Source: an optimization exercise on an open RTL-to-GDS flow (aim: small area and a short achievable clock period). Production flows keep margins and buffers that such runs may drop. For this run, only the layout was checked, not whether the RTL still works. Power figures rest on the tool's default switching activity, not on a simulated workload.

<file path="flow/design.v">
`timescale 1ns / 1ps
module register_file(
    input clk,
    input rst_d,
    input we,
    input we_n,
    input [4:0] wa,
    input [15:0] wd,
    input [31:0] sela,
    input [31:0] selb,
    input hita,
    input hitb,
    input [15:0] byp,
    output [15:0] rda,
    output [15:0] rdb
    );
    localparam [511:0] INIT = {
        {19{16'h0000}},
        16'h0000, 16'h765E, 16'h756F, 16'h0000, 16'h3721, 16'h856D, 16'h0000,
        16'h0040, 16'h0060, 16'h0000, 16'h0060, 16'h0040, 16'h0000 };
    reg [15:0] rf [0:31];
    wire [15:0] wd0 = wd & {16{~rst_d}};
    wire [15:0] wd1 = wd | {16{rst_d}};
    genvar i;
    generate
        for (i = 0; i < 32; i = i + 1) begin : g_reg
            localparam [15:0] IV = INIT[16*i +: 16];
            wire en = rst_d | (we & (wa == i));
            wire en_n = ~rst_d & (we_n | (wa != i));
            wire [15:0] d = (wd0 & ~IV) | (wd1 & IV);
            always @(posedge clk)
                rf[i] <= (rf[i] & {16{en_n}}) | (d & {16{en}});
        end
    endgenerate
    reg [15:0] ora, orb;
    integer k;
    always @(*) begin
        ora = byp & {16{hita}};
        orb = byp & {16{hitb}};
        for (k = 0; k < 32; k = k + 1) begin
            ora = ora | (rf[k] & {16{sela[k]}});
            orb = orb | (rf[k] & {16{selb[k]}});
        end
    end
    assign rda = ora;
    assign rdb = orb;
endmodule
`timescale 1ns / 1ps
module top_module(
    input clk,
    input rst,
    input [31:0] instr,
    output [15:0] alu_out,
    output top_out
    );
    reg rst_d;
    reg [31:0] selA1, selB1;
    reg hitA1, hitB1;
    reg [4:0] rd1;
    reg mul1, shl1, xor1, add1, v1;
    reg [15:0] A2, B2;
    reg [7:0] Am2, Bm2;       
    reg [4:0] rd2;
    reg mul2, shl2, xor2, add2, v2;
    reg [15:0] ps3, pc3, pd3;
    reg z3, v3;
    reg [4:0] rd3;
    reg [15:0] res4;
    reg ok4, z4, v4, v4n;
    reg [4:0] rd4;
    assign alu_out = res4 & {16{ok4}};
    assign top_out = z4;
    wire [4:0] ra = instr[4:0];
    wire [4:0] rb = instr[9:5];
    wire [2:0] op = instr[17:15];
    wire hA = v3 && rd3 == ra;
    wire hB = v3 && rd3 == rb;
    wire [15:0] rda, rdb;
    register_file rf1(.clk(clk), .rst_d(rst_d), .we(v4), .we_n(v4n), .wa(rd4), .wd(res4),
                      .sela(selA1), .selb(selB1), .hita(hitA1), .hitb(hitB1),
                      .byp(res4), .rda(rda), .rdb(rdb));
    wire [15:0] sh = (|B2[15:4]) ? 16'd0 : (A2 << B2[3:0]);
    wire [15:0] sum = A2 + B2;
    wire [15:0] x = A2 ^ B2;
    wire [15:0] r2 = (sh & {16{shl2}}) | (x & {16{xor2}}) | (sum & {16{add2}});
    wire zsh = (|B2[15:4]) || ~|(A2 & (16'hffff >> B2[3:0]));
    wire zx = A2 == B2;
    wire zadd = x == {A2[14:0] | B2[14:0], 1'b0};    
    wire zmul = ~|Am2 || ~|Bm2;
    wire z2 = (mul2 && zmul) || (shl2 && zsh) || (xor2 && zx) || (add2 && zadd) ||
              !(mul2 || shl2 || xor2 || add2);
    wire [15:0] pp [0:7];
    genvar j;
    generate
        for (j = 0; j < 8; j = j + 1) begin : g_pp
            assign pp[j] = {8'd0, Am2 & {8{Bm2[j]}}} << j;
        end
    endgenerate
    wire [15:0] s0 = pp[0] ^ pp[1] ^ pp[2];
    wire [15:0] c0 = ((pp[0] & pp[1]) | (pp[0] & pp[2]) | (pp[1] & pp[2])) << 1;
    wire [15:0] s1 = pp[3] ^ pp[4] ^ pp[5];
    wire [15:0] c1 = ((pp[3] & pp[4]) | (pp[3] & pp[5]) | (pp[4] & pp[5])) << 1;
    wire [15:0] s2 = s0 ^ c0 ^ s1;
    wire [15:0] c2 = ((s0 & c0) | (s0 & s1) | (c0 & s1)) << 1;
    wire [15:0] s3 = c1 ^ pp[6] ^ pp[7];
    wire [15:0] c3 = ((c1 & pp[6]) | (c1 & pp[7]) | (pp[6] & pp[7])) << 1;
    wire [15:0] s4 = s2 ^ c2 ^ s3;
    wire [15:0] c4 = ((s2 & c2) | (s2 & s3) | (c2 & s3)) << 1;
    wire [15:0] t5 = ps3 ^ pc3 ^ pd3;
    wire [15:0] c5 = ((ps3 & pc3) | (ps3 & pd3) | (pc3 & pd3)) << 1;
    wire [15:0] res = t5 + c5;
    always @(posedge clk) begin
        rst_d <= rst;
        if (rst) begin
            mul1 <= 1'b0; shl1 <= 1'b0; xor1 <= 1'b0; add1 <= 1'b0; v1 <= 1'b0;
            hitA1 <= 1'b0; hitB1 <= 1'b0;
            Am2 <= 8'd0; Bm2 <= 8'd0;
            mul2 <= 1'b0; shl2 <= 1'b0; xor2 <= 1'b0; add2 <= 1'b0; v2 <= 1'b0;
            z3 <= 1'b1; v3 <= 1'b0;
            z4 <= 1'b0; v4 <= 1'b0; v4n <= 1'b1;
        end else begin
            mul1 <= op == 3'd1; shl1 <= op == 3'd2; xor1 <= op == 3'd3; add1 <= op == 3'd4;
            v1 <= 1'b1;
            hitA1 <= hA; hitB1 <= hB;
            Am2 <= rda[7:0] & {8{mul1}}; Bm2 <= rdb[7:0] & {8{mul1}};
            mul2 <= mul1; shl2 <= shl1; xor2 <= xor1; add2 <= add1; v2 <= v1;
            z3 <= z2; v3 <= v2;
            z4 <= z3; v4 <= v3; v4n <= ~v3;
        end
        selA1 <= (32'd1 << ra) & {32{~hA}};
        selB1 <= (32'd1 << rb) & {32{~hB}};
        rd1 <= instr[14:10];
        A2 <= rda; B2 <= rdb; rd2 <= rd1;
        ps3 <= s4; pc3 <= c4; pd3 <= c3 | r2; rd3 <= rd2;
        res4 <= res; ok4 <= ~rst && ~rst_d; rd4 <= rd3;
    end
endmodule
</file>
<file path="flow/run.sh">
#!/bin/bash
# synth_recipe.tcl (not shown) runs the flow's synth.tcl, then flattens the netlist and writes it again
# the make line also repeats each setting of config.mk as NAME=value (left out here)
make -C /OpenROAD-flow-scripts/flow DESIGN_CONFIG=/design/flow/config.mk WORK_HOME=/design/flow/orfs CLKGATE_MAP_FILE= SYNTH_SCRIPT=/design/flow/synth_recipe.tcl finish
</file>
<file path="flow/config.mk">
export PLATFORM = sky130hd
export DESIGN_NAME = top_module
export DESIGN_NICKNAME = top_module
export VERILOG_FILES = /design/flow/design.v
export SDC_FILE = /design/flow/constraint.sdc
export NUM_CORES = 4
export LEC_CHECK = 0
export CAP_MARGIN = 20
export CORE_MARGIN = 2
export CORE_UTILIZATION = 40
export CTS_BUF_LIST = sky130_fd_sc_hd__clkbuf_16
export CTS_CLUSTER_DIAMETER = 100
export CTS_CLUSTER_SIZE = 30
export PLACE_DENSITY = 0.6
export SETUP_SLACK_MARGIN = 2.8
export SLEW_MARGIN = 20
</file>
<file path="flow/constraint.sdc">
create_clock -name core_clock -period 5.0 [get_ports {clk}]
set_input_delay 1.0000 -clock core_clock [delete_from_list [all_inputs] [get_ports {clk}]]
set_output_delay 1.0000 -clock core_clock [all_outputs]
set_load 0.01 [all_outputs]
</file>
==> results.yml <==
floorplan:
  core_area_mm2: 0.0777
  initial_core_util_pct: 40.5
  die_area_mm2: 0.0809
  die_y_um: 284
  io_pins: 51
  rows: 102
  die_w_um: 284
worst_setup_path:
  cp-start-kind: "register"
  rrSetupSlack_ps: 2460
  critPathArrivalTime_ps: 3040
  reg2reg_from: "pd3[1]"
  crit_fanout: 2
  r2r_cells: 10
  worstReg2RegEnd: "res4[15]"
  critical_path_required_ps: 5500
  path_class: "reg2reg"
  end_kind: "register"
yosys:
  synth_edf_count: 0
  synth_top_area_cell: "dfxtp_1"
  syn_inst: 3155
  synthTopCellsByArea: "dfxtp_1, a22o_1, a22oi_1, fa_1, clkbuf_1"
  yosysTopAreaCellShare_pct: 45.8
  syn-cell-area_mm2: 0.0315
  synthFlopType: "dfxtp_1"
  yosysWarnings: 3
  synth_nets: 3293
  avgSynthCellArea_um2: 9.97
  ys_async_sr_fraction_pct: 0
  ys_seq_elements: 720
  synth-seq-area-share_pct: 45.8
  yosysUniqueCellTypes: 75
  synth_common_cells: "dfxtp_1, a22o_1, a22oi_1, clkbuf_1, nand2_1"
  yosysMostFrequentCell: "dfxtp_1"
min_path:
  min_to: "rd3[0]"
  hold_class: "reg2reg"
  hold_depth: 0
  min-delay-start: "rd2[0]"
finish:
  finalInstanceArea_mm2: 0.0368
  drive_gt1_share_pct: 18.7
  syn2layout_area_growth_pct: 16.8
  fin_cells: 4231
  nNetsFinal: 3292
timing:
  fin_setup_tns_ps: 0
  fin_crit_sh_pct: 50.7
  tightestPinTransition_ps: 1240
  timing.fmax_mhz: 394
  final_hold_viol_count: 0
  holdWs_ps: 323
  maxSlewViolCount: 0
  setup-violations-final: 0
  fin_skew_ps: 77.0
  rsz0062_at_grt: "yes"
  slew_headroom_pct: 16.9
  period_needed_ps: 2540
power_and_ir_drop:
  swShare_pct: 27.3
  p_comb_share_pct: 7.4
  ir_drop_v: 0.000211
  pwr-share-seq_pct: 57.7
  clock_power_share_pct: 34.9
  p_int_mw: 7.48
  pwr_density_cell_mw_per_mm2: 280
  p_sw_mw: 2.81
  leakagePower_nw: 13.7
routing:
  vias_per_cell: 7.74
  wl_met2_um: 64000
  met1_length_um: 61600
  drcViolationCount: 0
  drt-initial-drc-count: 7193
  dr.pass1.iters: 11
  route.top_layer_used: "met5"
  routedWlPerCell_um: 41.6
  totalWireLength_um: 176000
  wl_met3_um: 31900
  vias: 32800
  drtAntennaViolNets: 0
placed_design:
  dpl.hpwl_um: 96600
  gp_congestion: 1.02
  placed_cells: 4009
  post_dp_cell_area_mm2: 0.0330
  portBuffers: 36
global_route:
  gr-total-overflow: 0
  antenna_found_initial: 17
  grt_use_total_pct: 41.8
  grt_start_max_net_pins: 71
  grt_pass1_vias: 30000
  grt_pass1_wl_um: 239000
cts:
  clk_pin_slew_ps: 110
  cts_root_buffer: "clkbuf_16"
  clock_sinks: 720
  cts_tree: "done"
  htreeDepth: 2
  ctsLongestPathBuffers: 3
  cts_buffers: 34
  clk_latency_ps: 630
run:
  drv_cap: 0
outcome:
  run_status: "no timing/DRC/antenna violations"
[layout make-up]
cell class              instances  area (µm²)
multi-input cells            2076       16600
repair buffers                262        2810
flip-flops and latches        720       14700
fillers                      6982       41000
diodes                         25        62.6
clock buffers                  35         876
inverters                      60         238
well taps                    1040        1300
clock inverters                13         238
[cell usage in the layout, fill, tap and decap left out, types with 15 or more instances in the layout]
cell type          n
dfxtp_1          616
a22o_1           425
a22oi_1          356
nand2_1          177
buf_4            161
nor2_1            98
nand4_1           88
o21ai_0           79
and2_1            67
a221oi_1          64
dfxtp_2           55
inv_1             53
o21ai_1           52
buf_12            52
dfxtp_4           49
nand3_1           43
ha_1              43
a221o_1           42
nor3_1            39
fa_1              35
clkbuf_16         35
a222oi_1          33
a21oi_4           31
and2_4            30
nor4_1            28
nand2b_1          27
diode_2           25
a21oi_1           25
nor2b_1           24
xnor2_1           23
buf_6             22
xor2_1            18
nor3_4            17
clkdlybuf4s50_1   15
[state kept, by name (all words and copies together) (netlist names), 5 cells and up]
name	flops
pd3	16
ps3	15
rd3	5
pc3	10
rf1.rf	512
res4	16
rd2	5
selB1	32
selA1	32
Am2	8
A2	16
B2	16
rd1	5
Bm2	8
rd4	5
[routing by layer]
| metal | track usage, % | vias up |
|---|---|---|
| met3 | 25.3 | 1294 |
| li1 | - | 12100 |
| met2 | 52.8 | 3829 |
| met5 | 4.17 | - |
| met1 | 50.7 | 15600 |
| met4 | 30.3 | 22 |
[critical path: stages, from the launching register on]
cell and delay (ps):
dfxtp_2 340, ha_4 240, ha_4 160, fa_2 420, a211oi_4 280, o21ai_2 100, a311oi_2 200, buf_4 180
o2111ai_2 120, a21oi_2 200, xnor2_2 180
[timing repair]
action                     in CTS  in global routing
resized for setup             248                 95
pin swaps                      81                 34
hold buffers                    0                  0
setup buffers                 118                 31
setup endpoints to repair     592                218
[metrics by stage]
stage	setup WS [ps]	power [mW]	utilization [%]
5_1_grt	2420	10.4	47.2
3_5_place_dp	2030	6.63	42.4
6_report	2460	10.3	47.3
4_1_cts	2460	10.2	46.4
3_3_place_gp	2090	6.62	42.3
2_1_floorplan	2770	6.28	-
[worst max path at each step]
| stage | start | cells after the start | end | slack [ps] |
|---|---|---|---|---|
| 6_report | pd3[1] | 10 | res4[15] | 2460 |
| 2_1_floorplan | ps3[1] | 9 | res4[15] | 2770 |
| 3_5_place_dp | rd4[2] | 4 | rf1.rf[20][2] | 2030 |
| 4_1_cts | pd3[1] | 10 | res4[15] | 2460 |
| 5_1_grt | pd3[1] | 10 | res4[15] | 2420 |
| 3_3_place_gp | rd4[3] | 4 | rf1.rf[28][5] | 2090 |
[power groups by stage]
stage,clock network (mW),logic [mW],registers (mW)
finish,3.58,0.760,5.94
global placement,0,0.548,6.07
detailed placement,0,0.558,6.07
global route,3.73,0.745,5.93
floorplan,0,0.328,5.95
CTS,3.56,0.679,5.92
[logic make-up (layout without fill, tap and decap cells)]
logic type / after synthesis / count (layout) / share of synthesized area, %
fa+ha+maj: 104 / 104 / 5.16
other cells: 0 / 25 / 0
simple gates: 707 / 707 / 11.9
compound gates: 1194 / 1194 / 29.9
xor+xnor: 43 / 43 / 1.20
flops: 720 / 720 / 45.8
buf+inv: 359 / 370 / 4.72
mux: 28 / 28 / 1.31

[static timing again, ports no longer ideal]
How much do the figures lean on ideal ports? The routed layout below was timed once more, with nothing changed but the port constraints.
Step 1: set_driving_cell puts a clkbuf_16 on clk and a buf_2 on each other input, an assumption about the parent block.
Step 2 times the ports against the registers' clock, not the clock port: input delays grow and output delays shrink by t, the midpoint of the rising clock arrivals with the driver on.
a / b / c = ideal ports / drivers / drivers and shift; a / b = the first two.
t, ns: 0.665
setup slack, ns: 2.465 / 2.465 / 2.118
clock arrival spread, ns: 0.090 / 0.089
After both steps setup and hold are still met in this run. For this run, drivers alone change the setup slack by 0.000 ns; drivers and shift together by -0.347 ns.
